Background: an optimization exercise with open tools, aiming at small area. Do not read the settings as production practice. Only simulation tests tie the RTL to the original design; equivalence was not proved. Power figures rest on the tool's default switching activity, not on a simulated workload.

===== flow/config.mk =====
export PLATFORM = sky130hd
export DESIGN_NAME = Decoder
export DESIGN_NICKNAME = Decoder
export VERILOG_FILES = /design/flow/design.v
export SDC_FILE = /design/flow/constraint.sdc
export NUM_CORES = 8
export LEC_CHECK = 0
export CAP_MARGIN = 5
export CORE_MARGIN = 2
export CORE_UTILIZATION = 55
export GPL_TIMING_DRIVEN = 0
export PLACE_DENSITY = 0.65
export SLEW_MARGIN = 5

===== flow/constraint.sdc =====
create_clock -name core_clock -period 8.5 [get_ports {clk_390p625M}]
set_input_delay 1.7000 -clock core_clock [delete_from_list [all_inputs] [get_ports {clk_390p625M}]]
set_output_delay 1.7000 -clock core_clock [all_outputs]
set_load 0.01 [all_outputs]

===== flow/design.v =====
module crc10_15bit (
    input wire [14:0]   data_in ,
    input wire [9:0]    lfsr_q  ,
    output wire [9:0]   crc_out
);
    logic [9:0]   lfsr_c;
    assign crc_out = lfsr_c;
    always_comb begin
        lfsr_c[0] = lfsr_q[4] ^ data_in[0] ^ data_in[1] ^ data_in[2] ^ data_in[3] ^ data_in[4]  ^ data_in[9] ;
        lfsr_c[1] = lfsr_q[0] ^ lfsr_q[4]  ^ lfsr_q[5]  ^ data_in[0] ^ data_in[5] ^ data_in[9]  ^ data_in[10];
        lfsr_c[2] = lfsr_q[1] ^ lfsr_q[5]  ^ lfsr_q[6]  ^ data_in[1] ^ data_in[6] ^ data_in[10] ^ data_in[11];
        lfsr_c[3] = lfsr_q[2] ^ lfsr_q[6]  ^ lfsr_q[7]  ^ data_in[2] ^ data_in[7] ^ data_in[11] ^ data_in[12];
        lfsr_c[4] = lfsr_q[3] ^ lfsr_q[4]  ^ lfsr_q[7]  ^ lfsr_q[8]  ^ data_in[0] ^ data_in[1]  ^ data_in[2] ^ data_in[4]  ^ data_in[8]  ^ data_in[9] ^ data_in[12] ^ data_in[13];
        lfsr_c[5] = lfsr_q[0] ^ lfsr_q[5]  ^ lfsr_q[8]  ^ lfsr_q[9]  ^ data_in[0] ^ data_in[4]  ^ data_in[5] ^ data_in[10] ^ data_in[13] ^ data_in[14];
        lfsr_c[6] = lfsr_q[0] ^ lfsr_q[1]  ^ lfsr_q[6]  ^ lfsr_q[9]  ^ data_in[1] ^ data_in[5]  ^ data_in[6] ^ data_in[11] ^ data_in[14] ;
        lfsr_c[7] = lfsr_q[1] ^ lfsr_q[2]  ^ lfsr_q[7]  ^ data_in[2] ^ data_in[6] ^ data_in[7]  ^ data_in[12];
        lfsr_c[8] = lfsr_q[2] ^ lfsr_q[3]  ^ lfsr_q[8]  ^ data_in[3] ^ data_in[7] ^ data_in[8]  ^ data_in[13];
        lfsr_c[9] = lfsr_q[3] ^ lfsr_q[9]  ^ data_in[0] ^ data_in[1] ^ data_in[2] ^ data_in[3]  ^ data_in[8] ^ data_in[14] ;
    end
endmodule
module crc10_16bit (
    input wire [15:0]   data_in ,
    input wire [9:0]    lfsr_q  ,
    output wire [9:0]    crc_out
);
    logic [9:0]   lfsr_c  ;
    assign crc_out = lfsr_c;
    always_comb begin
        lfsr_c[0] = lfsr_q[3] ^ lfsr_q[9] ^ data_in[0] ^ data_in[1] ^ data_in[2] ^ data_in[3]  ^ data_in[4]  ^ data_in[9]  ^ data_in[15] ;
        lfsr_c[1] = lfsr_q[3] ^ lfsr_q[4] ^ lfsr_q[9]  ^ data_in[0] ^ data_in[5] ^ data_in[9]  ^ data_in[10] ^ data_in[15] ;
        lfsr_c[2] = lfsr_q[0] ^ lfsr_q[4] ^ lfsr_q[5]  ^ data_in[1] ^ data_in[6] ^ data_in[10] ^ data_in[11] ;
        lfsr_c[3] = lfsr_q[1] ^ lfsr_q[5] ^ lfsr_q[6]  ^ data_in[2] ^ data_in[7] ^ data_in[11] ^ data_in[12] ;
        lfsr_c[4] = lfsr_q[2] ^ lfsr_q[3] ^ lfsr_q[6]  ^ lfsr_q[7]  ^ lfsr_q[9]  ^ data_in[0]  ^ data_in[1]  ^ data_in[2]  ^ data_in[4]  ^ data_in[8]  ^ data_in[9] ^ data_in[12] ^ data_in[13] ^ data_in[15];
        lfsr_c[5] = lfsr_q[4] ^ lfsr_q[7] ^ lfsr_q[8]  ^ lfsr_q[9]  ^ data_in[0] ^ data_in[4]  ^ data_in[5]  ^ data_in[10] ^ data_in[13] ^ data_in[14] ^ data_in[15];
        lfsr_c[6] = lfsr_q[0] ^ lfsr_q[5] ^ lfsr_q[8]  ^ lfsr_q[9]  ^ data_in[1] ^ data_in[5]  ^ data_in[6]  ^ data_in[11] ^ data_in[14] ^ data_in[15] ;
        lfsr_c[7] = lfsr_q[0] ^ lfsr_q[1] ^ lfsr_q[6]  ^ lfsr_q[9]  ^ data_in[2] ^ data_in[6]  ^ data_in[7]  ^ data_in[12] ^ data_in[15] ;
        lfsr_c[8] = lfsr_q[1] ^ lfsr_q[2] ^ lfsr_q[7]  ^ data_in[3] ^ data_in[7] ^ data_in[8]  ^ data_in[13] ;
        lfsr_c[9] = lfsr_q[2] ^ lfsr_q[8] ^ lfsr_q[9]  ^ data_in[0] ^ data_in[1] ^ data_in[2]  ^ data_in[3]  ^ data_in[8]  ^ data_in[14] ^ data_in[15] ;
    end
endmodule
module Decoder(
    input wire              clk_390p625M        ,
    input wire              rst_n               ,
    input wire [63:0]       data_from_CDR       ,
    input wire [ 1:0]       sync_warning_ctrl   ,
    input wire [ 7:0]       resync_ctrl         ,
    input wire              monitor_EN          ,
    output logic            prbs31_sync_ready   ,
    output logic [9:0]      error_bit_count     ,
    output logic            decoder_sync_ready  ,
    output logic            decoder_sync_warning,
    output logic [1567:0]   data_1568bit        ,
    output logic [29:0]     packet_count        ,
    output logic [21:0]     error_packet_count  ,
    output logic            crc10_check_result
);
    assign prbs31_sync_ready = 1'b0;
    assign error_bit_count   = '0;
    localparam logic [2:0] S_ALIGN = 3'b000;
    localparam logic [2:0] S_IDLEB = 3'b001;
    localparam logic [2:0] S_SYNC  = 3'b011;
    localparam logic [2:0] S_UNST  = 3'b010;
    localparam logic [2:0] S_OOS   = 3'b110;
    logic [62:0]    dly_data;
    wire  [126:0]   dtc = {data_from_CDR, dly_data};
    logic [2:0]     bs_state;
    logic [2:0]     bs_next;
    logic [63:0]    ptr;
    logic [10:0]    cnt;
    logic           ovf;
    logic           align;
    logic           idle_res;
    logic           bs_rdy;
    logic           idle_en;
    logic [63:0]    dal;
    logic [63:0]    dal_tmp;
    always_ff @(posedge clk_390p625M or negedge rst_n) begin
        if (!rst_n) dly_data[62] <= 1'b0;
        else        dly_data[62] <= data_from_CDR[62];
    end
    always_ff @(posedge clk_390p625M) begin
        dly_data[61:0] <= data_from_CDR[61:0];
        dal            <= dal_tmp;
    end
    logic [5:0]     pidx;
    logic           pany;
    logic           pmany;
    always_comb begin
        logic [63:0] a;
        logic [63:0] m;
        logic [5:0]  ix [64];
        a = ptr;
        m = '0;
        for (int n = 0; n < 64; n++) ix[n] = '0;
        for (int l = 0; l < 6; l++) begin
            for (int n = 0; n < (32 >> l); n++) begin
                ix[n] = a[2*n] ? ix[2*n] : (ix[2*n+1] | (6'd1 << l));
                m[n]  = m[2*n] | m[2*n+1] | (a[2*n] & a[2*n+1]);
                a[n]  = a[2*n] | a[2*n+1];
            end
        end
        pidx  = ix[0];
        pany  = a[0];
        pmany = m[0];
    end
    wire [94:0] sh1 = pidx[5] ? dtc[126:32] : dtc[94:0];
    wire [78:0] sh2 = pidx[4] ? sh1[94:16]  : sh1[78:0];
    wire [70:0] sh3 = pidx[3] ? sh2[78:8]   : sh2[70:0];
    wire [66:0] sh4 = pidx[2] ? sh3[70:4]   : sh3[66:0];
    wire [64:0] sh5 = pidx[1] ? sh4[66:2]   : sh4[64:0];
    assign dal_tmp  = pidx[0] ? sh5[64:1]   : sh5[63:0];
    wire head_bad = dal_tmp[63] ~^ dal_tmp[62];
    always_comb begin
        case (bs_state)
            S_ALIGN: begin bs_rdy = 0; idle_en = 1; bs_next = align    ? S_IDLEB : S_ALIGN; end
            S_IDLEB: begin bs_rdy = 0; idle_en = 1; bs_next = idle_res ? S_SYNC  : S_ALIGN; end
            S_SYNC : begin bs_rdy = 1; idle_en = 0; bs_next = head_bad ? S_UNST  : S_SYNC;  end
            S_UNST : begin bs_rdy = 1; idle_en = 0; bs_next = ovf ? S_OOS : (head_bad ? S_UNST : S_SYNC); end
            S_OOS  : begin bs_rdy = 0; idle_en = 0; bs_next = ovf      ? S_SYNC  : S_OOS;   end
            default: begin bs_rdy = 0; idle_en = 0; bs_next = S_OOS; end
        endcase
    end
    always_ff @(posedge clk_390p625M or negedge rst_n) begin
        if (!rst_n) begin
            bs_state             <= S_ALIGN;
            decoder_sync_ready   <= 1'b0;
            decoder_sync_warning <= 1'b0;
        end
        else begin
            bs_state             <= bs_next;
            decoder_sync_ready   <= decoder_sync_ready   | (bs_state == S_SYNC);
            decoder_sync_warning <= decoder_sync_warning | (bs_state == S_OOS);
        end
    end
    wire [63:0] h10;
    wire [63:0] hok;
    genvar gj;
    generate
        for (gj = 0; gj < 64; gj++) begin : g_head
            assign h10[gj] = dtc[gj+63] & ~dtc[gj+62];
            assign hok[gj] = dtc[gj+63] ^  dtc[gj+62];
        end
    endgenerate
    always_ff @(posedge clk_390p625M or negedge rst_n) begin
        if (!rst_n) begin
            ptr         <= '1;
            {ovf, cnt}  <= 12'd1;
            align       <= 1'b0;
        end
        else begin
            case (bs_state)
                S_IDLEB: begin
                    {ovf, cnt} <= 12'd1;
                    if (!idle_res) begin
                        ptr   <= '1;
                        align <= 1'b0;
                    end
                end
                S_SYNC: begin
                    {ovf, cnt} <= 12'd1;
                end
                S_UNST: begin
                    align <= 1'b1;
                    if (cnt == {8'd0, sync_warning_ctrl, 1'b0}) begin
                        ovf <= 1'b1;
                        cnt <= 11'd1;
                    end
                    else begin
                        ovf <= 1'b0;
                        cnt <= cnt + 11'd1;
                    end
                end
                default: begin
                    if (!pany || (ovf && pmany)) begin
                        ptr        <= '1;
                        {ovf, cnt} <= 12'd1;
                        align      <= 1'b0;
                    end
                    else if (ovf) begin
                        cnt   <= 11'd1;
                        align <= 1'b1;
                    end
                    else if (bs_state == S_ALIGN) begin
                        ptr                <= ptr & h10;
                        cnt[10:6]          <= '0;
                        {ovf, cnt[5:0]}    <= {1'b0, cnt[5:0]} + 7'd1;
                        align              <= 1'b0;
                    end
                    else begin
                        ptr   <= ptr & hok;
                        align <= 1'b0;
                        if (cnt == {resync_ctrl, 3'b0}) begin
                            cnt <= '1;
                            ovf <= 1'b1;
                        end
                        else begin
                            cnt <= cnt + 11'd1;
                            ovf <= 1'b0;
                        end
                    end
                end
            endcase
        end
    end
    logic [57:0]    poly;
    logic [57:0]    poly_next;
    logic [61:0]    ud;
    logic [61:0]    ud_next;
    always_comb begin
        logic [57:0] p;
        logic        s;
        p = poly;
        for (int i = 61; i >= 0; i--) begin
            s          = dal[i];
            ud_next[i] = s ^ p[38] ^ p[57];
            p          = {p[56:0], s};
        end
        poly_next = p;
    end
    always_ff @(posedge clk_390p625M) begin
        ud   <= ud_next;
        poly <= poly_next;
    end
    always_ff @(posedge clk_390p625M) begin
        if (idle_en) idle_res <= (ud == {6'h2C, {7{8'hBC}}});
    end
    logic [1:0]     sh;
    logic [61:0]    dud;
    logic [4:0]     fs;
    logic [4:0]     fs_next;
    logic           tail_flag;
    logic           dly_tail;
    logic           ndly_tail;   
    logic [4:0]     fs_n;        
    logic           pc_ovf;
    always_ff @(posedge clk_390p625M) begin
        sh  <= dal[63:62];
        dud <= ud;
    end
    wire sh10    = (sh == 2'b10);
    wire sh01    = (sh == 2'b01);
    wire pt_ok   = (ud[3:0] == 4'b0011);
    always_comb begin
        tail_flag = 1'b0;
        if (!bs_rdy)           fs_next = 5'd0;
        else if (fs == 5'd0)   fs_next = sh01 ? 5'd1 : 5'd0;
        else if (fs == 5'd26) begin
            tail_flag = 1'b1;
            fs_next   = sh10 ? (pt_ok ? 5'd26 : 5'd0) : (sh01 ? 5'd1 : 5'd0);
        end
        else if (fs == 5'd25)  fs_next = 5'd26;
        else                   fs_next = (sh10 && pt_ok) ? 5'd26 : fs + 5'd1;
    end
    always_ff @(posedge clk_390p625M or negedge rst_n) begin
        if (!rst_n) begin
            fs        <= 5'd0;
            fs_n      <= 5'h1f;
            dly_tail  <= 1'b0;
            ndly_tail <= 1'b1;
        end
        else begin
            fs        <= fs_next;
            fs_n      <= ~fs_next;
            dly_tail  <= tail_flag;
            ndly_tail <= ~tail_flag;
        end
    end
    always_ff @(posedge clk_390p625M or negedge rst_n) begin
        if (!rst_n)
            {pc_ovf, packet_count} <= 31'd1;
        else if (fs == 5'd1)
            {pc_ovf, packet_count} <= pc_ovf ? 31'd1 : {pc_ovf, packet_count} + 31'd1;
    end
    wire        crc_en = (fs != 5'd0);
    wire        ftail  = (fs == 5'd26);
    logic [9:0] q1, q2, q3, q4;
    wire  [9:0] c1, c2, c3, c4;
    wire [14:0] g1_in = dud[61:47];
    wire [15:0] g2_in = ftail ? {dud[46:44], dud[33:24], 3'b0} : dud[46:31];
    wire [14:0] g3_in = ftail ? {dud[23:14], 5'b0}             : dud[30:16];
    wire [15:0] g4_in = ftail ? {dud[13:4], 6'b0}              : dud[15:0];
    crc10_15bit u_g1 (.data_in(g1_in), .lfsr_q(q1), .crc_out(c1));
    crc10_16bit u_g2 (.data_in(g2_in), .lfsr_q(q2), .crc_out(c2));
    crc10_15bit u_g3 (.data_in(g3_in), .lfsr_q(q3), .crc_out(c3));
    crc10_16bit u_g4 (.data_in(g4_in), .lfsr_q(q4), .crc_out(c4));
    wire crc_run = crc_en & ~ftail;
    wire crc_ok  = (c1 == dud[43:34]) & ~|c2 & ~|c3 & ~|c4;
    always_ff @(posedge clk_390p625M) begin
        q1 <= crc_run ? c1 : 10'd0;
        q2 <= crc_run ? c2 : 10'd0;
        q3 <= crc_run ? c3 : 10'd0;
        q4 <= crc_run ? c4 : 10'd0;
    end
    always_ff @(posedge clk_390p625M or negedge rst_n) begin
        if (!rst_n)     crc10_check_result <= 1'b1;
        else if (ftail) crc10_check_result <= crc_ok;
    end
    always_ff @(posedge clk_390p625M or negedge rst_n) begin
        if (!rst_n)
            error_packet_count <= '0;
        else if (pc_ovf)
            error_packet_count <= '0;
        else if (ftail && !crc_ok && error_packet_count != '1)
            error_packet_count <= error_packet_count + 22'd1;
    end
    logic [26:1]    wr;
    logic           oflag;
    logic [26:1]    we;
    logic [26:1]    nwe;
    logic [26:1]    g;
    logic [1567:0]  tmp_n;
    logic [1567:0]  out_n;
    logic [1567:0]  wdat_n;      
    logic [1567:0]  webit;
    logic [1567:0]  nwebit;
    logic [1567:0]  gbit;
    genvar gk;
    generate
        for (gk = 1; gk <= 26; gk++) begin : g_slot
            localparam logic [4:0] K  = gk;
            localparam logic [4:0] KN = ~K;
            assign we[gk]  = (fs == K);
            assign nwe[gk] = (fs_n != KN);
            assign g[gk]   = dly_tail & wr[gk];
        end
    endgenerate
    always_comb begin
        wdat_n = '0;
        webit  = '0;
        nwebit = '0;
        gbit   = '0;
        for (int k = 1; k <= 24; k++) begin
            wdat_n[1567 - 196*((k-1)/3) - 62*((k-1)%3) -: 62] = ~dud;
            webit [1567 - 196*((k-1)/3) - 62*((k-1)%3) -: 62] = {62{we[k]}};
            nwebit[1567 - 196*((k-1)/3) - 62*((k-1)%3) -: 62] = {62{nwe[k]}};
            gbit  [1567 - 196*((k-1)/3) - 62*((k-1)%3) -: 62] = {62{g[k]}};
        end
        for (int w = 0; w < 6; w++) begin
            wdat_n[1381 - 196*w -: 10] = ~dud[61 - 10*w -: 10];
            webit [1381 - 196*w -: 10] = {10{we[25]}};
            nwebit[1381 - 196*w -: 10] = {10{nwe[25]}};
            gbit  [1381 - 196*w -: 10] = {10{g[25]}};
        end
        wdat_n[205:204] = ~dud[1:0];
        webit [205:204] = {2{we[25]}};
        nwebit[205:204] = {2{nwe[25]}};
        gbit  [205:204] = {2{g[25]}};
        wdat_n[203:196] = ~dud[61:54];
        webit [203:196] = '1;
        nwebit[203:196] = '0;
        gbit  [203:196] = {8{dly_tail}};
        wdat_n[9:0]     = ~dud[53:44];
        webit [9:0]     = '1;
        nwebit[9:0]     = '0;
        gbit  [9:0]     = {10{dly_tail}};
    end
    always_ff @(posedge clk_390p625M or negedge rst_n) begin
        if (!rst_n) begin
            wr    <= '0;
            oflag <= 1'b0;
        end
        else begin
            wr    <= wr | we;
            oflag <= oflag | dly_tail;
        end
    end
    always_ff @(posedge clk_390p625M) begin
        tmp_n <= (webit & wdat_n) | (nwebit & tmp_n);
        out_n <= (gbit & tmp_n) | ({1568{ndly_tail}} & out_n);
    end
    assign data_1568bit = ~(out_n & {1568{oflag}});
endmodule

===== flow/flow/run.sh =====
#!/bin/bash
# Own layout flow: the standard layout (standard.sh), with buf_1 port
# buffers, pins one track apart and a clock tree of clkbuf_8 without dummy loads.
export BUFFER_PORTS_ARGS="-buffer_cell sky130_fd_sc_hd__buf_1"
export PLACE_PINS_ARGS="-min_distance 1 -min_distance_in_tracks"
export CTS_ARGS="-sink_clustering_enable -repair_clock_nets -dont_use_dummy_load -buf_list sky130_fd_sc_hd__clkbuf_8 -sink_clustering_size 16 -sink_clustering_max_diameter 50"
bash standard.sh > standard.log 2>&1

===== flow/standard.sh =====
#!/bin/bash
# synth_recipe.tcl (not shown) runs the flow's synth.tcl, then flattens the netlist and writes it again
# the make line also repeats each setting of config.mk as NAME=value (left out here)
make -C /OpenROAD-flow-scripts/flow DESIGN_CONFIG=/design/flow/config.mk WORK_HOME=/design/flow/orfs CLKGATE_MAP_FILE= SYNTH_SCRIPT=/design/flow/synth_recipe.tcl "${@:-finish}"

==> reports/results.txt, run 1 <==
The run finished, with violations left. The violated checks flagged are max-capacitance violations, max-slew violations. The first global-routing pass estimated 770000 um of wire.

The worst setup slack for register-to-register paths was 3.25 ns; the remaining number of nets flagged by the antenna check after routing was 0. The number of warnings printed during yosys synthesis is 4. Setup repair after global routing left no endpoint under its margin. The initial antenna violation count was 52.

The tree is rooted in a clkbuf_8. The proportion of total power due to net switching was 37.0%; the CTS buffer count was 338. The total of buffers placed on input and output ports was 1698. In this run, the combinational gates consume 31.6% of the power.

Yosys attributes the largest share of cell area to dfxtp_1 55%, a22o_1 11%, nand2_1 9.9%. Registers are responsible for 46.0% of the overall power. Entering global routing, the biggest net connects 37 pins. The final period utilization came out at 74.8%. For this run, design rule violations remaining after detail routing come to 0. Cell taking the most area after synthesis: dfxtp_1. The number of primary I/O pins is 1711, and the layout cell share with drive strength beyond 1 is 4.08%.

The share of the Yosys chip area taken by registers is 58.2%. The area share of the largest cell type after synthesis is 54.7%, and the post-detailed-placement half-perimeter wirelength is 415000 um. Along the worst path, the maximum fanout reaches 10. The synthesized netlist contains 99 unique library cells.

For this run, the leading register cell type out of synthesis is dfxtp_1. Counting I/O delays and the setup requirement, the final critical path takes 6.36 ns. The total core area is 230000 um^2. In this run, the number of DRC markers left after iteration 0 of detailed routing was 14300. The number of buffers inserted for hold repair after clock tree synthesis came out at 0. The initial utilization of the core area, before any placement, comes to 55.4%. The power density normalized to cell area was 286 nW/um^2. The path class of the lowest-slack min-delay path was reg2reg. The internal portion of the total power is 25800 uW. In this run the mean area of a mapped cell was 9.60 um^2. Of all flip-flops after synthesis, the portion carrying an async set or reset was 4.78%. At the worst endpoint, the required time is 6.80 ns. The number of enable flip-flop cells after synthesis was 1. The clock network is responsible for 22.4% of the overall power. Counting stages on the worst path, the most repeated cell is clkbuf_1. The critical path in this run is classified as reg2out. The leakage dissipation is 0.0529 uW, and the max-cap check violation count is 4.

Together, buffers and inverters on the worst path number 4. The logs give 0 for the number of failing setup endpoints in the final timing report and 0 for the count of endpoints failing hold in the final timing report. The height of the chip was 486 um. For the smallest hold slack, the log shows 0.286 ns. Power comes to 40900 uW. Clock-pin slew was measured on the worst setup and hold paths at 0.10 ns.

The synthesis-to-layout area growth was 12.1%; the number of fill cells was 19900. Overall routed net length: 559000 um. After floorplanning, the core was divided into 176 placement rows. The number of register bits inferred by synthesis was 3662; the max-slew violation total from the final report was 28. The run gives 0 as the count of instances resized after the clock tree is built. Derived from the worst setup path, the maximum achievable clock frequency is 0.157 GHz. The chip width is 486 um, and the per-cell via count in the routed design is 6.22.

TritonCTS built the clock tree. The depth of the worst register-to-register path came out at 11. The mapped netlist covers 128000 um^2. The post-layout net count is 15500. The run gives 105000 as the number of global-route vias before repair. The total negative slack was 0 ns. The library cells used most frequently in the layout, excluding fill and tap cells, are 3486 x dfxtp_1, 3356 x nand2_1, 1716 x buf_1. The routed length per placed instance is 30.4 um, and the number of sinks driven by the clock tree is 3662.

The total overflow left after global routing is 0. Most frequent standard cell in the layout excluding fill and tap cells: dfxtp_1. The net switching power was 15100 uW.

Routability-driven placement finished with a final weighted congestion of 1.02. The tools report the kind of start point of the critical path as a flip-flop. The tools report the data arrival time of the critical path as 4.66 ns.

The first detailed-routing pass took 8 iterations. The family with the most delay on the worst path was buffers and inverters. The number of cells traversed by the worst hold path came out at 0. The run gives 0 as the number of buffers inserted to repair setup after CTS. The die covers 236000 um^2. The final route contains 114000 vias. The clock tree synthesis step divided the H-tree into 5 levels. In the synthesized netlist, the number of instances is 13300. Traced cell by cell, the critical path runs through clkbuf_1 > clkbuf_1 > clkbuf_1 > nand2_1 > buf_1.

The run gives 45.4% as the global-route usage over all layers. Among all stages on the critical path, the largest delay is contributed by clkbuf_1. Largest stage delay on the critical path: 0.92 ns. The slew at the pin closest to its max-slew limit is 1.57 ns, and the worst slew margin relative to its limit is -4.89%. For the highest ir drop seen on vdd, the log shows 0.270 mV. The number of gates on the worst path with buffers counted is 5. The clock network latency to the later pin of the worst-skew pair came out at 1.11 ns. The worst-case clock skew was 0.135 ns; the buffer depth of the longest clock path was 4.

The sort of element at the end of the critical path is an output port.
-- cell usage after synthesis, drive strengths merged, types with 30 or more instances --
master,count
and2,42
xnor2,267
nand2b,33
inv,118
nand4,30
dfstp,73
ha,73
a22o,1572
mux2,43
dfrtp,102
buf,97
a21oi,186
mux2i,260
nand3,60
a211oi,44
o21ai,1673
dfxtp,3486
nor4,31
nor2,260
nand2,3357
xor2,79
clkbuf,1066
-- registers in the layout (all words and copies together) (netlist names), 2 cells and up --
name	flops
dud	62
tmp_n	1568
dal	64
wr	25
fs	5
out_n	1568
error_packet_count	22
bs_state	3
sh	2
packet_count	30
ud	62
q2	10
poly	58
dly_data	63
q3	10
fs_n	5
ptr	64
cnt	11
q4	10
q1	10
-- path summary, 6_finish.rpt --
check                                    start                     endpoint
hold / removal                 dal[12]$_DFF_P_             poly[12]$_DFF_P_
max in group asynchronous                rst_n  packet_count[0]$_DFFE_PN1N_
min in group asynchronous                rst_n          ptr[41]$_DFFE_PN1P_
hold reg to reg                dal[12]$_DFF_P_             poly[12]$_DFF_P_
setup / recovery               oflag$_DFF_PN0_            data_1568bit[719]
setup reg to reg           ptr[40]$_DFFE_PN1P_              dal[28]$_DFF_P_
-- through the flow --
step	setup WS, ns	std cells	util [%]	instance area [um^2]
floorplan	5.27	13300	-	128000
global placement	-4.15	18000	59.8	138000
detailed placement	3.52	18000	60.0	138000
CTS	2.37	18400	62.0	143000
global route	2.20	18400	62.1	143000
finish	2.14	18400	62.1	143000
-- cells by family (layout without fill, tap and decap cells) --
logic type / Yosys count / count (layout) / share of synthesized area [%]
AND/OR/NAND/NOR: 3941 / 3941 / 12.3
AO/OA/AOI/OAI: 3648 / 3648 / 19.4
flip-flops: 3662 / 3662 / 58.2
adder cells (fa/ha/maj): 73 / 73 / 0.716
multiplexers: 303 / 303 / 2.42
buffers and inverters: 1281 / 3337 / 3.94
other: 1 / 50 / 0.00294
XOR/XNOR: 376 / 376 / 2.92
-- metal layers --
layer,vias up,global-route usage (%),wire [um]
met2,7618,66.2,232000
met5,-,2.08,846
met3,1842,15.8,72500
met1,55600,55.4,205000
met4,32,33.4,48900
li1,49400,-,-
-- power by group through the flow --
stage | clock, uW | sequential [uW] | combinational (uW)
after detailed placement | 0 | 19200 | 12400
after global placement | 0 | 19100 | 12200
after global routing | 9740 | 18900 | 13200
after floorplan | 0 | 18900 | 7260
final | 9170 | 18800 | 12900
after CTS | 9110 | 18800 | 12500
-- cell type report --
class | instances | area (um^2) | area share, %
buffer | 1163 | 4630 | 3.24
inverter | 118 | 443 | 0.310
clock buffer | 338 | 4650 | 3.25
sequential | 3662 | 74300 | 51.9
tap | 3026 | 3790 | 2.65
antenna | 39 | 97.6 | 0.0682
multi-input combinational | 8352 | 48300 | 33.8
timing repair buffer | 1718 | 6830 | 4.77
==> run 2, diff against run 1 <==
==> flow/config.mk (replaced) <==
export PLATFORM = sky130hd
export DESIGN_NAME = Decoder
export DESIGN_NICKNAME = Decoder
export VERILOG_FILES = /design/flow/design.v
export SDC_FILE = /design/flow/constraint.sdc
export NUM_CORES = 8
export LEC_CHECK = 0
export CAP_MARGIN = 20
export CORE_MARGIN = 2
export CORE_UTILIZATION = 55
export PLACE_DENSITY = 0.65
export SLEW_MARGIN = 20
==> run 2 against run 1 <==
  * Global-route usage decreased by 3.4 points
  * Largest cell class unchanged
  * Hold slack improved by 0.023 ns
  * Critical path type unchanged
  * Final area decreased by 2.2%
  * Synthesized cell count unchanged
  * Non-clock buffer count decreased by 998
  * Register-to-register slack got worse by 0.27 ns
  * Now clean on timing, DRC and antenna
  * Power decreased by 2.2%
  * Sequential cell count unchanged
  * Via count decreased by 5.9%
  * Count of clock-buffer cells in the layout increased by 3
  * Critical path depth decreased by 2
==> reports/results.txt, run 2 <==
The critical path in this run is classified as reg2out. The clock period minus final worst setup slack is 5.58 ns, and the number of warnings printed during yosys synthesis is 4. In the final routed layout, each cell accounts on average for 29.7 um. The row count was 176; the number of buffers inserted to repair setup after CTS was 0. For this configuration, the core starts out at a cell density of 55.4%. The flip-flop cell with the highest count after synthesis was dfxtp_1. Once detail routing completed, the nets flagged for antenna violations numbered 0. The first global-routing pass estimated 724000 um of wire. The CTS buffer count is 341, and the post-layout net count is 14500. The worst register-to-register path begins at fs[2]$_DFF_PN0_.

The depth of the worst register-to-register path came out at 11. The worst setup path is launched from a flip-flop. After synthesis the cells add up to 128000 um^2. Setup violations remaining at the end of the flow were counted as 0. The most repeated cell in the gate-level netlist after synthesis is dfxtp_1. The detailed router's first-iteration violation count was 13300; the share of flip-flops with an asynchronous set or reset after synthesis was 4.78%. The congestion estimate from routability-driven global placement came to 0.955. Measured against its own limit, the worst slew margin works out to 10.2%. The unique cell type count in the Yosys netlist is 99, and the post-synthesis instance total is 13300.

Buffers placed on the I/O ports in this run total 1698. The H-tree generated during clock tree synthesis spans 5 levels. STA classifies the critical path endpoint as an output port. Data arrival time of the critical path: 3.88 ns. The largest registers in the layout are out_n: 1568 flops, tmp_n: 1568 flops.

For the final database, setup skew stands at 0.140 ns. The root buffer cell chosen for the clock tree is clkbuf_8. The clock edge transition at the registers on the reported setup and hold paths is 0.10 ns, and the synthesis-to-layout area growth is 9.64%. The critical path's slowest cell was dfrtp_4. The tools report the end point of the critical path as data_1568bit[99]. After detailed placement, the total cell area comes to 135000 um^2. For this design the ratio of total power to cell area is 286 nW/um^2. In the routed layout, each cell is associated on average with a via count of 6.19.

The share of synthesized area in the top cell type comes to 54.7%. The endpoint identified for the worst register-to-register timing path is error_packet_count[21]$_DFFE_PN0P_. Max-slew violation total from the final report: 0. Walking the worst path, the cells encountered are buf_12 > nand2_1 > buf_1.

The overall routed net length was 518000 um. The maximum fanout count along the critical path is 230, and the number of primary I/O pins is 1711. Ranked by total cell area, the synthesized netlist is headed by dfxtp_1 55%, a22o_1 11%, nand2_1 9.9%. Summing all non-filler instances in the final layout gives an area of 140000 um^2. The critical path starts at oflag$_DFF_PN0_. In this run the worst hold path is classified as reg2reg. The logs give 0 ns for the total negative slack and 6 for the detailed-routing iteration count for the pre-antenna-repair pass. The tools report the cell-internal power as 25600 uW. Max-cap violations in this run came to 0.

The global-route usage over all layers was 42.0%; the area of the die was 236000 um^2. Of the cells placed in the final design, the portion with a size suffix greater than 1 is 5.75%. The number of enable flip-flop cells after synthesis was 1. Setup repair after global routing left no endpoint under its margin. TritonCTS built the clock tree. The most frequent standard cell in the layout excluding fill and tap cells was dfxtp_1. The run finished with no timing, DRC or antenna violations. The via count is 108000. Static timing analysis puts the maximum clock frequency at 0.179 GHz.

Entering global routing, the biggest net connects 237 pins. The analysis attributes to cell leakage a power of 0.0520 uW. For the total core area, the log shows 230000 um^2. Number of design rule violations left after detail routing: 0. Counting every sink on the clock net gives 3662. The proportion of total power due to net switching is 36.1%. Global routing finished with a remaining overflow of 0. For the count of endpoints failing hold in the final timing report, the log shows 0. The final period utilization works out to 65.7%. The worst-case IR drop observed on VDD is 0.339 mV.

In the layout the commonest cells are 3424 x dfxtp_1, 3323 x nand2_1, 1696 x buf_1. The tools report the net switching power as 14400 uW. The post-detailed-placement half-perimeter wirelength was 330000 um; the height of the chip was 486 um. The power share of the combinational group was 28.5%; the count of instances resized after the clock tree is built was 0. Buffers inserted to repair hold after CTS numbered 0.

For this run, the register share of the synthesized area comes to 58.2%. The number of register bits inferred by synthesis is 3662, and the buffer depth of the longest clock path is 4. In the synthesized netlist, the cells that appear most often are 3486 x dfxtp_1, 3356 x nand2_1, 1670 x o21ai_0. Data on the critical path is required at its endpoint by 6.80 ns.

Each instance of the synthesized netlist takes up on average 9.60 um^2. The chip width was 486 um. In this run, the clock network consumes 23.0% of the power. For the initial antenna violation count, the log shows 54.

The number of cells traversed by the worst hold path works out to 0. At the pin with the least slew margin, the transition time is 1.35 ns. The worst setup slack for register-to-register paths is 2.98 ns, and the number of global-route vias before repair is 99200. The largest stage delay on the critical path was 1.01 ns. The run gives 48.5% as the sequential cell fraction of total power. At the later pin of the worst-skew pair, clock insertion delay measures 1.15 ns. The largest total area in the synthesized netlist belongs to dfxtp_1.
[run 2: kinds of logic (layout without fill, tap and decap cells)]
kind of cell | Yosys count | in the layout | share of synthesized area, %
multiplexers | 303 | 303 | 2.42
AND/OR/NAND/NOR | 3941 | 3941 | 12.3
buffers and inverters | 1281 | 2342 | 3.94
adder cells (fa/ha/maj) | 73 | 73 | 0.716
other | 1 | 34 | 0.00294
XOR/XNOR | 376 | 376 | 2.92
flip-flops | 3662 | 3662 | 58.2
AO/OA/AOI/OAI | 3648 | 3648 | 19.4
[run 2: through the flow]
stage                     util, %  instances  power, uW  hold WS, ns  setup slack, ns
after floorplan                 -      13300      26200        0.310             5.27
after global placement       58.6      17000      30700        0.319             3.13
after detailed placement     58.6      17000      30800        0.331             3.04
after CTS                    60.7      17400      39700        0.307             2.88
after global routing         60.7      17400      41100        0.322             2.70
final                        60.7      17400      40000        0.309             2.92
[run 2: area by class of cell]
cell class                      instances  area (um^2)
Multi-Input combinational cell       8352        48600
Antenna cell                           23         57.6
Timing Repair Buffer                 1883         7940
Fill cell                           20300        90500
Tap cell                             3026         3790
Clock buffer                          341         4690
Inverter                              118          443
Sequential cell                      3662        74400
[run 2: power groups by stage]
| stage | registers, uW | logic, uW | clock network [uW] |
|---|---|---|---|
| floorplan | 18900 | 7260 | 0 |
| global placement | 19700 | 11000 | 0 |
| detailed placement | 19700 | 11100 | 0 |
| CTS | 19300 | 11100 | 9230 |
| global route | 19400 | 11800 | 9880 |
| finish | 19400 | 11400 | 9210 |
[run 2: worst max-delay path, delay by kind of cell (launching register included)]
kind          cells  cell delay [ns]
buf+inv           2             0.92
simple gates      1             0.42
flops             1             1.01
[run 2: how the worst min path moves through the flow]
stage                    startpoint                to  slack [ns]
finish              dal[15]$_DFF_P_  poly[15]$_DFF_P_        0.31
detailed placement    ud[6]$_DFF_P_    dud[6]$_DFF_P_        0.33
global placement    dal[62]$_DFF_P_     sh[0]$_DFF_P_        0.32
CTS                 dal[15]$_DFF_P_  poly[15]$_DFF_P_        0.31
global route        dal[16]$_DFF_P_  poly[16]$_DFF_P_        0.32
floorplan           dal[62]$_DFF_P_     sh[0]$_DFF_P_        0.31
[run 2: per-layer routing]
layer  wire, um  GRT usage, %  vias up  share of wire [%]
li1           -             -    47200                  -
met1     201000          53.8    53100                 39
met2     211000          59.0     6083                 41
met3      67100          16.7     1335                 13
met4      37200          25.8       34                7.2
met5        958          2.45        -               0.19
==> run 3, diff against run 2 <==
--- a/flow/design.v
+++ b/flow/design.v
@@ -1,42 +1,83 @@
-module crc10_15bit (
-    input wire [14:0]   data_in ,
-    input wire [9:0]    lfsr_q  ,
-    output wire [9:0]   crc_out
+module crc10_g1 (
+    input  wire [14:0] data_in,
+    input  wire [9:0]  lfsr_q,
+    output wire [9:0]  crc_out
 );
-    logic [9:0]   lfsr_c;
-    assign crc_out = lfsr_c;
-    always_comb begin
-        lfsr_c[0] = lfsr_q[4] ^ data_in[0] ^ data_in[1] ^ data_in[2] ^ data_in[3] ^ data_in[4]  ^ data_in[9] ;
-        lfsr_c[1] = lfsr_q[0] ^ lfsr_q[4]  ^ lfsr_q[5]  ^ data_in[0] ^ data_in[5] ^ data_in[9]  ^ data_in[10];
-        lfsr_c[2] = lfsr_q[1] ^ lfsr_q[5]  ^ lfsr_q[6]  ^ data_in[1] ^ data_in[6] ^ data_in[10] ^ data_in[11];
-        lfsr_c[3] = lfsr_q[2] ^ lfsr_q[6]  ^ lfsr_q[7]  ^ data_in[2] ^ data_in[7] ^ data_in[11] ^ data_in[12];
-        lfsr_c[4] = lfsr_q[3] ^ lfsr_q[4]  ^ lfsr_q[7]  ^ lfsr_q[8]  ^ data_in[0] ^ data_in[1]  ^ data_in[2] ^ data_in[4]  ^ data_in[8]  ^ data_in[9] ^ data_in[12] ^ data_in[13];
-        lfsr_c[5] = lfsr_q[0] ^ lfsr_q[5]  ^ lfsr_q[8]  ^ lfsr_q[9]  ^ data_in[0] ^ data_in[4]  ^ data_in[5] ^ data_in[10] ^ data_in[13] ^ data_in[14];
-        lfsr_c[6] = lfsr_q[0] ^ lfsr_q[1]  ^ lfsr_q[6]  ^ lfsr_q[9]  ^ data_in[1] ^ data_in[5]  ^ data_in[6] ^ data_in[11] ^ data_in[14] ;
-        lfsr_c[7] = lfsr_q[1] ^ lfsr_q[2]  ^ lfsr_q[7]  ^ data_in[2] ^ data_in[6] ^ data_in[7]  ^ data_in[12];
-        lfsr_c[8] = lfsr_q[2] ^ lfsr_q[3]  ^ lfsr_q[8]  ^ data_in[3] ^ data_in[7] ^ data_in[8]  ^ data_in[13];
-        lfsr_c[9] = lfsr_q[3] ^ lfsr_q[9]  ^ data_in[0] ^ data_in[1] ^ data_in[2] ^ data_in[3]  ^ data_in[8] ^ data_in[14] ;
-    end
+    assign crc_out[0] = lfsr_q[3] ^ data_in[3] ^ data_in[12];
+    assign crc_out[1] = lfsr_q[4] ^ lfsr_q[8] ^ data_in[5] ^ data_in[10] ^ data_in[14];
+    assign crc_out[2] = lfsr_q[1] ^ lfsr_q[3] ^ data_in[2] ^ data_in[7] ^ data_in[11] ^ data_in[12];
+    assign crc_out[3] = lfsr_q[3] ^ lfsr_q[4] ^ lfsr_q[7] ^ data_in[2] ^ data_in[6] ^ data_in[7] ^ data_in[12];
+    assign crc_out[4] = lfsr_q[0] ^ lfsr_q[1] ^ lfsr_q[9] ^ data_in[0] ^ data_in[5] ^ data_in[9] ^ data_in[10];
+    assign crc_out[5] = lfsr_q[5] ^ lfsr_q[9] ^ data_in[1] ^ data_in[2] ^ data_in[3] ^ data_in[4] ^ data_in[14];
+    assign crc_out[6] = lfsr_q[7] ^ data_in[3] ^ data_in[7];
+    assign crc_out[7] = lfsr_q[4] ^ lfsr_q[7] ^ lfsr_q[8] ^ lfsr_q[9] ^ data_in[1] ^ data_in[6] ^ data_in[10] ^ data_in[11];
+    assign crc_out[8] = lfsr_q[2] ^ lfsr_q[6] ^ lfsr_q[8] ^ data_in[8] ^ data_in[13];
+    assign crc_out[9] = lfsr_q[2] ^ data_in[0] ^ data_in[4] ^ data_in[8];
 endmodule
-module crc10_16bit (
-    input wire [15:0]   data_in ,
-    input wire [9:0]    lfsr_q  ,
-    output wire [9:0]    crc_out
+module crc10_g2 (
+    input  wire [15:0] data_in,
+    input  wire [9:0]  lfsr_q,
+    output wire [9:0]  crc_out
 );
-    logic [9:0]   lfsr_c  ;
-    assign crc_out = lfsr_c;
-    always_comb begin
-        lfsr_c[0] = lfsr_q[3] ^ lfsr_q[9] ^ data_in[0] ^ data_in[1] ^ data_in[2] ^ data_in[3]  ^ data_in[4]  ^ data_in[9]  ^ data_in[15] ;
-        lfsr_c[1] = lfsr_q[3] ^ lfsr_q[4] ^ lfsr_q[9]  ^ data_in[0] ^ data_in[5] ^ data_in[9]  ^ data_in[10] ^ data_in[15] ;
-        lfsr_c[2] = lfsr_q[0] ^ lfsr_q[4] ^ lfsr_q[5]  ^ data_in[1] ^ data_in[6] ^ data_in[10] ^ data_in[11] ;
-        lfsr_c[3] = lfsr_q[1] ^ lfsr_q[5] ^ lfsr_q[6]  ^ data_in[2] ^ data_in[7] ^ data_in[11] ^ data_in[12] ;
-        lfsr_c[4] = lfsr_q[2] ^ lfsr_q[3] ^ lfsr_q[6]  ^ lfsr_q[7]  ^ lfsr_q[9]  ^ data_in[0]  ^ data_in[1]  ^ data_in[2]  ^ data_in[4]  ^ data_in[8]  ^ data_in[9] ^ data_in[12] ^ data_in[13] ^ data_in[15];
-        lfsr_c[5] = lfsr_q[4] ^ lfsr_q[7] ^ lfsr_q[8]  ^ lfsr_q[9]  ^ data_in[0] ^ data_in[4]  ^ data_in[5]  ^ data_in[10] ^ data_in[13] ^ data_in[14] ^ data_in[15];
-        lfsr_c[6] = lfsr_q[0] ^ lfsr_q[5] ^ lfsr_q[8]  ^ lfsr_q[9]  ^ data_in[1] ^ data_in[5]  ^ data_in[6]  ^ data_in[11] ^ data_in[14] ^ data_in[15] ;
-        lfsr_c[7] = lfsr_q[0] ^ lfsr_q[1] ^ lfsr_q[6]  ^ lfsr_q[9]  ^ data_in[2] ^ data_in[6]  ^ data_in[7]  ^ data_in[12] ^ data_in[15] ;
-        lfsr_c[8] = lfsr_q[1] ^ lfsr_q[2] ^ lfsr_q[7]  ^ data_in[3] ^ data_in[7] ^ data_in[8]  ^ data_in[13] ;
-        lfsr_c[9] = lfsr_q[2] ^ lfsr_q[8] ^ lfsr_q[9]  ^ data_in[0] ^ data_in[1] ^ data_in[2]  ^ data_in[3]  ^ data_in[8]  ^ data_in[14] ^ data_in[15] ;
-    end
+    assign crc_out[0] = lfsr_q[2] ^ lfsr_q[4] ^ lfsr_q[7] ^ data_in[4] ^ data_in[9] ^ data_in[13] ^ data_in[14];
+    assign crc_out[1] = lfsr_q[6] ^ lfsr_q[7] ^ data_in[3] ^ data_in[12];
+    assign crc_out[2] = lfsr_q[1] ^ lfsr_q[8] ^ lfsr_q[9] ^ data_in[8] ^ data_in[13];
+    assign crc_out[3] = lfsr_q[3] ^ lfsr_q[7] ^ lfsr_q[8] ^ lfsr_q[9] ^ data_in[4] ^ data_in[5] ^ data_in[6] ^ data_in[7];
+    assign crc_out[4] = lfsr_q[5] ^ data_in[3] ^ data_in[7];
+    assign crc_out[5] = lfsr_q[0] ^ lfsr_q[8] ^ data_in[0] ^ data_in[5] ^ data_in[9] ^ data_in[10] ^ data_in[15];
+    assign crc_out[6] = lfsr_q[2] ^ lfsr_q[4] ^ data_in[1] ^ data_in[5] ^ data_in[14];
+    assign crc_out[7] = lfsr_q[2] ^ lfsr_q[5] ^ data_in[6] ^ data_in[11] ^ data_in[15];
+    assign crc_out[8] = lfsr_q[0] ^ data_in[2] ^ data_in[3] ^ data_in[7] ^ data_in[11];
+    assign crc_out[9] = lfsr_q[0] ^ lfsr_q[1] ^ data_in[1] ^ data_in[10] ^ data_in[15];
+endmodule
+module crc10_g3 (
+    input  wire [14:0] data_in,
+    input  wire [9:0]  lfsr_q,
+    output wire [9:0]  crc_out
+);
+    assign crc_out[0] = lfsr_q[1] ^ lfsr_q[7] ^ data_in[5] ^ data_in[10] ^ data_in[14];
+    assign crc_out[1] = lfsr_q[0] ^ lfsr_q[3] ^ lfsr_q[4] ^ data_in[0] ^ data_in[5] ^ data_in[9] ^ data_in[10];
+    assign crc_out[2] = lfsr_q[3] ^ lfsr_q[6] ^ lfsr_q[9] ^ data_in[7] ^ data_in[12];
+    assign crc_out[3] = lfsr_q[2] ^ lfsr_q[8] ^ data_in[3] ^ data_in[12];
+    assign crc_out[4] = lfsr_q[3] ^ lfsr_q[9] ^ data_in[0] ^ data_in[4] ^ data_in[8];
+    assign crc_out[5] = lfsr_q[5] ^ lfsr_q[9] ^ data_in[4] ^ data_in[5] ^ data_in[6] ^ data_in[7];
+    assign crc_out[6] = lfsr_q[0] ^ lfsr_q[4] ^ lfsr_q[7] ^ data_in[1] ^ data_in[10];
+    assign crc_out[7] = lfsr_q[2] ^ lfsr_q[7] ^ lfsr_q[9] ^ data_in[8] ^ data_in[13];
+    assign crc_out[8] = lfsr_q[1] ^ data_in[2] ^ data_in[6];
+    assign crc_out[9] = lfsr_q[0] ^ data_in[2] ^ data_in[3] ^ data_in[7] ^ data_in[11];
+endmodule
+module crc10_g4 (
+    input  wire [15:0] data_in,
+    input  wire [9:0]  lfsr_q,
+    output wire [9:0]  crc_out
+);
+    assign crc_out[0] = lfsr_q[2] ^ lfsr_q[4] ^ lfsr_q[7] ^ data_in[4] ^ data_in[9] ^ data_in[13] ^ data_in[14];
+    assign crc_out[1] = lfsr_q[6] ^ lfsr_q[7] ^ data_in[3] ^ data_in[12];
+    assign crc_out[2] = lfsr_q[1] ^ lfsr_q[8] ^ lfsr_q[9] ^ data_in[8] ^ data_in[13];
+    assign crc_out[3] = lfsr_q[3] ^ lfsr_q[7] ^ lfsr_q[8] ^ lfsr_q[9] ^ data_in[4] ^ data_in[5] ^ data_in[6] ^ data_in[7];
+    assign crc_out[4] = lfsr_q[5] ^ data_in[3] ^ data_in[7];
+    assign crc_out[5] = lfsr_q[0] ^ lfsr_q[8] ^ data_in[0] ^ data_in[5] ^ data_in[9] ^ data_in[10] ^ data_in[15];
+    assign crc_out[6] = lfsr_q[2] ^ lfsr_q[4] ^ data_in[1] ^ data_in[5] ^ data_in[14];
+    assign crc_out[7] = lfsr_q[2] ^ lfsr_q[5] ^ data_in[6] ^ data_in[11] ^ data_in[15];
+    assign crc_out[8] = lfsr_q[0] ^ data_in[2] ^ data_in[3] ^ data_in[7] ^ data_in[11];
+    assign crc_out[9] = lfsr_q[0] ^ lfsr_q[1] ^ data_in[1] ^ data_in[10] ^ data_in[15];
+endmodule
+module crc10_g1_check (
+    input  wire [9:0] u,
+    input  wire [9:0] x,
+    output wire       ok
+);
+    wire t0 = u[1] ^ u[4] ^ u[5];
+    wire t1 = u[4];
+    wire t2 = u[7];
+    wire t3 = u[2];
+    wire t4 = u[0] ^ u[1] ^ u[4] ^ u[5] ^ u[8];
+    wire t5 = u[1] ^ u[8] ^ u[9];
+    wire t6 = u[1] ^ u[7];
+    wire t7 = u[3];
+    wire t8 = u[6] ^ u[8];
+    wire t9 = u[5] ^ u[9];
+    assign ok = ({t9,t8,t7,t6,t5,t4,t3,t2,t1,t0} == x);
 endmodule
 module Decoder(
     input wire              clk_390p625M        ,
@@ -279,12 +320,14 @@
     wire [15:0] g2_in = ftail ? {dud[46:44], dud[33:24], 3'b0} : dud[46:31];
     wire [14:0] g3_in = ftail ? {dud[23:14], 5'b0}             : dud[30:16];
     wire [15:0] g4_in = ftail ? {dud[13:4], 6'b0}              : dud[15:0];
-    crc10_15bit u_g1 (.data_in(g1_in), .lfsr_q(q1), .crc_out(c1));
-    crc10_16bit u_g2 (.data_in(g2_in), .lfsr_q(q2), .crc_out(c2));
-    crc10_15bit u_g3 (.data_in(g3_in), .lfsr_q(q3), .crc_out(c3));
-    crc10_16bit u_g4 (.data_in(g4_in), .lfsr_q(q4), .crc_out(c4));
+    crc10_g1 u_g1 (.data_in(g1_in), .lfsr_q(q1), .crc_out(c1));
+    crc10_g2 u_g2 (.data_in(g2_in), .lfsr_q(q2), .crc_out(c2));
+    crc10_g3 u_g3 (.data_in(g3_in), .lfsr_q(q3), .crc_out(c3));
+    crc10_g4 u_g4 (.data_in(g4_in), .lfsr_q(q4), .crc_out(c4));
+    wire crc1_ok;
+    crc10_g1_check u_g1_check (.u(c1), .x(dud[43:34]), .ok(crc1_ok));
     wire crc_run = crc_en & ~ftail;
-    wire crc_ok  = (c1 == dud[43:34]) & ~|c2 & ~|c3 & ~|c4;
+    wire crc_ok  = crc1_ok & ~|c2 & ~|c3 & ~|c4;
     always_ff @(posedge clk_390p625M) begin
         q1 <= crc_run ? c1 : 10'd0;
         q2 <= crc_run ? c2 : 10'd0;
--- a/flow/config.mk
+++ b/flow/config.mk
@@ -8,5 +8,5 @@
 export CAP_MARGIN = 20
 export CORE_MARGIN = 2
 export CORE_UTILIZATION = 55
-export PLACE_DENSITY = 0.65
+export PLACE_DENSITY = 0.72
 export SLEW_MARGIN = 20
==> run 3 against run 2 <==
  * Final cell count decreased by 0.87%
  * Via count increased by 0.45%
  * Synthesized cell count shrank 1.3%
  * Clock power decreased by 0.5%
  * Sequential share of layout area is 0.20 points higher
  * First-iteration DRC count up 12%
  * Maximum frequency is 0.98% higher
  * Sequential cell count stayed put
  * Count of clock-buffer cells in the layout decreased by 3
  * Largest cell class unchanged
==> reports/results.txt, run 3 <==
Setup repair after global routing left no endpoint under its margin. The post-synthesis instance total was 13100. The tool flagged a number of max-cap violations equal to 0. Across all hold checks on the routed design, the worst slack comes to 0.296 ns. In this run the most used layer during global routing was met2. Counting flops with an async set or reset pin after synthesis yields a share of 4.78%.

The library cells used most frequently in the layout, excluding fill and tap cells, are 3424 x dfxtp_1, 3283 x nand2_1, 1697 x buf_1. Clock network latency to the later pin of the worst-skew pair: 1.19 ns. The number of global-route vias before repair is 99500, and the final period utilization is 65.1%. During synthesis, Yosys emitted a total of 2 warnings. For this design the ratio of total power to cell area is 281 nW/um^2.

Summed over all instances, the cell type with the most area after synthesis is dfxtp_1. After detailed placement, the design holds a cell count of 16900. The critical path starts at oflag$_DFF_PN0_.

On the final layout, the worst clock skew is 0.143 ns. The height of the chip came out at 484 um. The run gives 108000 as the via count. In this run the horizontal extent of the chip is 484 um.

Counting flops and latches in the post-synthesis netlist gives 3662. In the routed design, unresolved DRC markers number 0. The worst setup path is launched from a flip-flop.

The number of primary I/O pins is 1711. The unique cell type count in the Yosys netlist is 85, and the maximum number of pins on one net before global-route repair is 253. The clock period minus final worst setup slack works out to 5.53 ns. The total power consumption of the routed design was 39200 uW; the number of buffers inserted for hold repair after clock tree synthesis was 0. For the detailed router's first-iteration violation count, the log shows 14800. The path class of the lowest-slack min-delay path is reg2reg. The synthesized netlist occupies a cell area of 127000 um^2.

The maximum fanout count along the critical path is 69. For this run, global-route usage on met3 was measured as 17.0%. The largest single stage delay on the critical path is 0.73 ns. In this run the biggest area consumer among cell types represents 55.1% of the synthesized area. The critical path goes through buf_4 > buf_4 > nand2_1 > buf_1. The largest registers in the layout are out_n: 1568 flops, tmp_n: 1568 flops.

The most repeated cell in the gate-level netlist after synthesis is dfxtp_1. The residual overflow from global routing is 0, and the per-cell via count in the routed design is 6.27. The maximum achievable frequency came out at 0.181 GHz. For the final routed database, the setup TNS stands at 0 ns. The total of buffers placed on input and output ports was 1698. The slowest stage of the critical path belongs to the cell dfrtp_4.

Buffers added to address setup during post-CTS repair amount to 0. The count of cells in the finished layout, fillers not included, comes to 17300. The number of sinks driven by the clock tree is 3662, and the buffer depth of the longest clock path is 4.

The starting utilization of the core area was 55.2%; the number of fill cells was 19700. Sorting the synthesized cells by area gives the leading types as dfxtp_1 55%, a22o_1 11%, nand2_1 9.8%. The number of gates resized after CTS was 0.

Global routing consumed, on the met1 layer, 53.7% of the routing resources. The number of enable flip-flop cells after synthesis came out at 1. Counting instances in the post-synthesis netlist gives the leading cell types as 3486 x dfxtp_1, 3311 x nand2_1, 1665 x o21ai_0.

Headroom to the max-slew limit came out at 16.1%. The floorplan step defined a die boundary enclosing 234000 um^2. Summing the sequential cell areas from Yosys gives 58.6% of the chip area. The maximum level of the CTS H-tree came out at 5. STA classifies the critical path endpoint as an output port. The net count of the finished layout is 14300. In this run the most critical hold path is launched from ud[43]$_DFF_P_. The average instance area after synthesis works out to 9.66 um^2.

Clock-pin slew was measured on the worst setup and hold paths at 0.09 ns. Across every metal layer, demand over resource in global routing totals 41.9%. The max-slew violation total from the final report is 0, and the first-pass GRT wire length is 720000 um.

CTS placed an instance of clkbuf_8 at the clock tree root. The layout cell share with drive strength beyond 1 was 5.85%; the synthesis-to-layout area growth was 9.94%. The tools report the CTS buffer count as 338. The most numerous cell type found on the critical path is buf_4.

Overall routed net length: 515000 um. The run finished with no timing, DRC or antenna violations. TritonCTS built the clock tree. The routed length per placed instance was 29.9 um; the leakage dissipation was 0.0519 uW. In this run the core area contains 176 standard-cell rows. The tools report the global routing met2 resource utilization as 58.0%. The HPWL after detailed placement is 326000 um. The count of endpoints failing hold in the final timing report came out at 0. VDD sags by at most 0.382 mV. The most frequent standard cell in the layout excluding fill and tap cells was dfxtp_1. Placer's final routability congestion estimate: 1.04.

The flip-flop cell with the highest count after synthesis is dfxtp_1. By startpoint and endpoint, the worst setup path is classified as reg2out. Data on the critical path is required at its endpoint by 6.80 ns. The logs give 3.83 ns for the data arrival time of the critical path and 42 for the initial antenna violation count. Setup violations remaining at the end of the flow were counted as 0. The first detailed-routing pass ran for 9 iterations. The worst register-to-register path begins at ptr[20]$_DFFE_PN1P_.

The count of nets left with antenna violations once routing finished came out at 0. The run gives 229000 um^2 as the total core area. For the pin with the worst max-slew slack, the measured transition is 1.26 ns.
run 3: cell count changes in the layout (fill, tap and decap cells not counted), sizes merged, moves of 20 or more:
cell    delta
a21oi     -45
nand2     -45
a211oi    -23
nor2      -68
mux2i     +88
xnor3     -20
run 3: through the flow:
step                      utilization, %  worst slack, ns  instance area (um^2)
after floorplan                        -             5.13                127000
after global placement              58.6             3.36                135000
after global routing                60.7             2.87                139000
after detailed placement            58.6             3.28                135000
final                               60.7             2.97                139000
after CTS                           60.7             3.06                139000
run 3: cell type report:
cell class | instances | area, um^2 | share of cell area, %
flip-flops and latches | 3662 | 74400 | 53.4
well taps | 3026 | 3790 | 2.72
clock buffers | 338 | 4650 | 3.34
multi-input cells | 8189 | 48000 | 34.4
inverters | 113 | 424 | 0.304
repair buffers | 1895 | 8050 | 5.78
diodes | 31 | 77.6 | 0.0557
run 3: final timing paths:
check,endpoint,slack (ns),cells past startpoint
worst max-delay path,data_1568bit[1207],2.97,4
worst min-delay path,dud[43]$_DFF_P_,0.30,0
worst max register to register,dal[1]$_DFF_P_,3.16,9
worst min register to register,dud[43]$_DFF_P_,0.30,0
max in group asynchronous,packet_count[19]$_DFFE_PN0N_,6.32,2
min in group asynchronous,cnt[2]$_DFF_PN0_,0.65,1
run 3: per-layer routing:
metal,vias to the layer above,share of wire [%]
li1,46700,-
met1,53000,38
met2,7057,40
met3,1481,14
met4,22,7.3
met5,-,0.18
run 3: logic make-up (layout without fill, tap and decap cells):
| family | after synthesis | after routing | share of synthesized area [%] |
|---|---|---|---|
| mux | 407 | 407 | 3.31 |
| xor+xnor | 341 | 341 | 2.47 |
| buf+inv | 1273 | 2346 | 3.87 |
| fa+ha+maj | 73 | 73 | 0.721 |
| flops | 3662 | 3662 | 58.6 |
| other cells | 1 | 42 | 0.00296 |
| simple gates | 3812 | 3812 | 12.0 |
| compound gates | 3545 | 3545 | 19.1 |
run 3: report_power, final:
| group | total [uW] | internal [uW] | switching [uW] |
|---|---|---|---|
| Sequential | 19600 | 18100 | 1430 |
| Clock | 9160 | 3550 | 5610 |
| Combinational | 10500 | 3430 | 7040 |
run 3: worst max-delay path, delay by kind of cell, from the launching register on:
| family | cells | cell delay, ns |
|---|---|---|
| buf+inv | 3 | 1.65 |
| simple gates | 1 | 0.27 |
| flops | 1 | 0.73 |
==> run 4, diff against run 3 <==
--- a/flow/config.mk
+++ b/flow/config.mk
@@ -8,5 +8,5 @@
 export CAP_MARGIN = 20
 export CORE_MARGIN = 2
 export CORE_UTILIZATION = 55
-export PLACE_DENSITY = 0.72
+export PLACE_DENSITY = 0.65
 export SLEW_MARGIN = 20
==> run 4 against run 3 <==
  * Sequential share of layout area is 0.074 points higher
  * Global-route usage hardly changed
  * Largest power group unchanged
  * Sequential power hardly changed
  * Still clean
  * Largest cell class unchanged
  * Die area stayed put
==> reports/results.txt, run 4 <==
The library cell used most frequently in the layout, excluding fill and tap cells, is dfxtp_1. Setup repair after global routing left no endpoint under its margin. The mapped netlist covers 127000 um^2. The tool flagged a number of max-cap violations equal to 0.

The tools report the footprint of the multi-input gates as 47900 um^2. Along the worst path, the maximum fanout reaches 76. The min-delay analysis places its worst path in the category reg2reg. The count of endpoints failing hold in the final timing report was 0.

In this run the critical register-to-register path is launched from ptr[4]$_DFFE_PN1P_. After detailed routing, the average wire length per cell comes to 29.7 um. The share of flip-flops with an asynchronous set or reset after synthesis is 4.78%.

Highest routing layer actually used: met5. The clock net in this run drives a total of 3662 sinks. The worst path in the final design needs a cycle of 5.51 ns, including I/O delays and setup. For the number of design rule violations left after detail routing, the log shows 0. Post-CTS repair changed the size of 0 cells. Data on the critical path is required at its endpoint by 6.80 ns.

In the layout the commonest cells are 3424 x dfxtp_1, 3282 x nand2_1, 1697 x buf_1. Buffers inserted to repair hold after CTS numbered 0. The worst-case IR drop observed on VDD is 0.305 mV. The worst slew margin relative to its limit is 7.03%.

The CTS buffer count came out at 329. The global-route usage over all layers is 41.9%. The remaining number of nets flagged by the antenna check after routing was 0; the total of buffers placed on input and output ports was 1698. TritonCTS built the clock tree. The number of failing setup endpoints in the final timing report was 0; the data arrival time of the critical path was 3.81 ns. Wire segments on met2 add up to 209000 um in the final route. The final layout contains routed wiring with a total length of 512000 um. The H-tree was split into 5 levels. The total power consumption of the routed design is 39000 uW, and the layout cell share with drive strength beyond 1 is 5.77%.

Kind of start point of the critical path: a flip-flop. Measured along the x axis, the die boundary spans 484 um. Synthesis handed over a netlist of 13100 instances. Buffers added to address setup during post-CTS repair amount to 0.

Summed over all cells, the static leakage comes to 0.0518 uW. The number of enable flip-flop cells after synthesis was 1. Cell taking the most area after synthesis: dfxtp_1. At the later pin of the worst-skew pair, clock insertion delay measures 1.16 ns.

In this run the clock root is driven by a clkbuf_8. Dividing the detail-routed via count by the number of cells gives 6.20. The startpoint of the lowest-slack hold path is ud[36]$_DFF_P_. For this run, the detailed router's first-pass iteration total came to 10. Of the available clock period, the critical path in the final layout requires 64.9%. The most repeated cell in the gate-level netlist after synthesis is dfxtp_1. The area of the die is 234000 um^2. For the maximum achievable frequency, the log shows 0.181 GHz.

The number of register bits inferred by synthesis is 3662, and the post-layout net count is 14300. The run gives 55.2% as the starting utilization of the core area. The worst setup path is of the reg2out kind.

At the pin with the least slew margin, the transition time is 1.39 ns. The first global-routing pass estimated 718000 um of wire. Fill cells in the final layout number 20100. Residual overflow from global routing: 0.

The tools report the number of global-route vias before repair as 97700. The run finished with no timing, DRC or antenna violations. The placed instances occupy a cell area of 134000 um^2. The run gives 176 as the row count. The clock edge transition at the registers on the reported setup and hold paths was 0.08 ns.

The flip-flop cell with the highest count after synthesis was dfxtp_1. After synthesis, the most frequently instantiated cells are 3486 x dfxtp_1, 3311 x nand2_1, 1665 x o21ai_0. At the end of routability-driven placement, the weighted congestion stood at 0.977. Unique cell type count in the Yosys netlist: 85.

After the first detailed-routing iteration, the DRC count stood at 13400. During I/O placement, the number of pins put on the boundary was 1711. Sorting the synthesized cells by area gives the leading types as dfxtp_1 55%, a22o_1 11%, nand2_1 9.8%. In the final layout, the registers with the most flip-flops are out_n: 1568 flops, tmp_n: 1568 flops.

The part of the Yosys area used for sequential elements is 58.6%. The area growth from synthesis to layout is 9.79%. Entering global routing, the biggest net connects 271 pins. For this run, the number of Yosys warnings is 2. Once detailed placement completed, the half-perimeter wirelength came to 327000 um. The run gives 60.6% as the final standard cell utilization of the core. The critical path starts at oflag$_DFF_PN0_. In this run the deepest clock path goes through 4 buffers. Dividing total power by cell area gives a power density of 280 nW/um^2. In the final timing run, aggregate negative setup slack is 0 ns. Across the whole layout, storage elements account for 74400 um^2. The run gives 199000 um as the wire length on met1. The tools report the total core area as 229000 um^2.

Once layout is done, the placed cells without fillers occupy 139000 um^2. The clock arrives with 0.131 ns of skew. Final hold analysis gives a worst-case slack of 0.318 ns. The average instance area after synthesis works out to 9.66 um^2. The tools report the initial antenna violation count as 54. Wire segments on met3 add up to 68400 um in the final route.

The max-slew violation total from the final report was 0; the area share of the largest cell type after synthesis was 55.1%. The sort of element at the end of the critical path was an output port. The via count was 107000. Height of the chip: 484 um.
[run 4: kinds of logic (layout without fill, tap and decap cells)]
logic type                 after synthesis  after routing  share of synthesized area [%]
muxes                                  407            407                           3.31
other                                    1             36                        0.00296
and+or+nand+nor                       3812           3812                           12.0
DFF                                   3662           3662                           58.6
xor gates and xnor gates               341            341                           2.47
AOI/OAI and AO/OA                     3545           3545                           19.1
buffers and inverters                 1273           2333                           3.87
adders and majority gates               73             73                          0.721
[run 4: worst max-delay path, cell delays in order, from the launching register on]
cell,delay [ns]
dfrtp_4,0.85
buf_4,0.64
buf_4,0.72
nand2_1,0.27
buf_1,0.20
[run 4: final timing paths]
path                                            to  slack [ns]  depth (start not counted)
worst min register to register     dud[36]$_DFF_P_        0.32                          0
worst max register to register     dal[10]$_DFF_P_        3.61                          8
worst max-delay path            data_1568bit[1036]        2.99                          4
worst min-delay path               dud[36]$_DFF_P_        0.32                          0
min in group asynchronous         cnt[3]$_DFF_PN0_        0.54                          1
max in group asynchronous       pc_ovf$_DFFE_PN0N_        6.01                          3
[run 4: routing by layer]
metal | vias to the layer above | track usage (%)
met1 | 52700 | 54.1
met3 | 1271 | 16.8
met4 | 44 | 25.4
met5 | - | 2.86
met2 | 6193 | 58.1
li1 | 46700 | -
[run 4: cell type report]
type / instances / share of cell area, %
timing repair buffer: 1891 / 5.77
clock buffer: 329 / 3.25
tap: 3026 / 2.72
inverter: 113 / 0.305
multi-input combinational: 8189 / 34.5
sequential: 3662 / 53.5
antenna: 25 / 0.0450
[run 4: where the power goes]
part / internal [uW] / switching, uW / leakage (uW)
combinational: 3440 / 7000 / 0.0190
sequential: 18100 / 1380 / 0.0304
clock: 3460 / 5560 / 0.00237
[run 4: per-stage QoR]
step                      instances  setup WS, ns
after floorplan               13100          5.13
after global placement        16900          3.63
after detailed placement      16900          3.61
after CTS                     17200          3.01
after global routing          17200          2.84
final                         17200          2.99

[static timing again, ports no longer ideal]
How much do the figures lean on ideal ports? The routed layouts below were timed once more, with nothing changed but the port constraints. Step 1 sets driving cells, clkbuf_16 on the clock port and buf_2 on the other inputs (assumed; they add their load-dependent delay and slew). Step 2, shift: input delay + t, output delay - t, t = (earliest + latest rising clock arrival at the registers) / 2. This alone moves slack from input paths to output paths. Slacks: ideal / step 1 / step 2; pairs: ideal / step 1.
| run | shift t [ns] | setup WS [ns] | worst setup path after step 2 | clock arrival spread, ns | worst slew at a driven data input, ns |
|---|---|---|---|---|---|
| run 1 | 1.159 | 2.141 / 2.029 / 3.188 | register to output | 0.143 / 0.143 | 0.10 |
| run 2 | 1.177 | 2.916 / 2.824 / 2.984 | register to register | 0.146 / 0.145 | 0.11 |
| run 3 | 1.192 | 2.970 / 2.889 / 3.162 | register to register | 0.154 / 0.154 | 0.11 |
| run 4 | 1.204 | 2.987 / 2.884 / 3.609 | register to register | 0.149 / 0.149 | 0.12 |
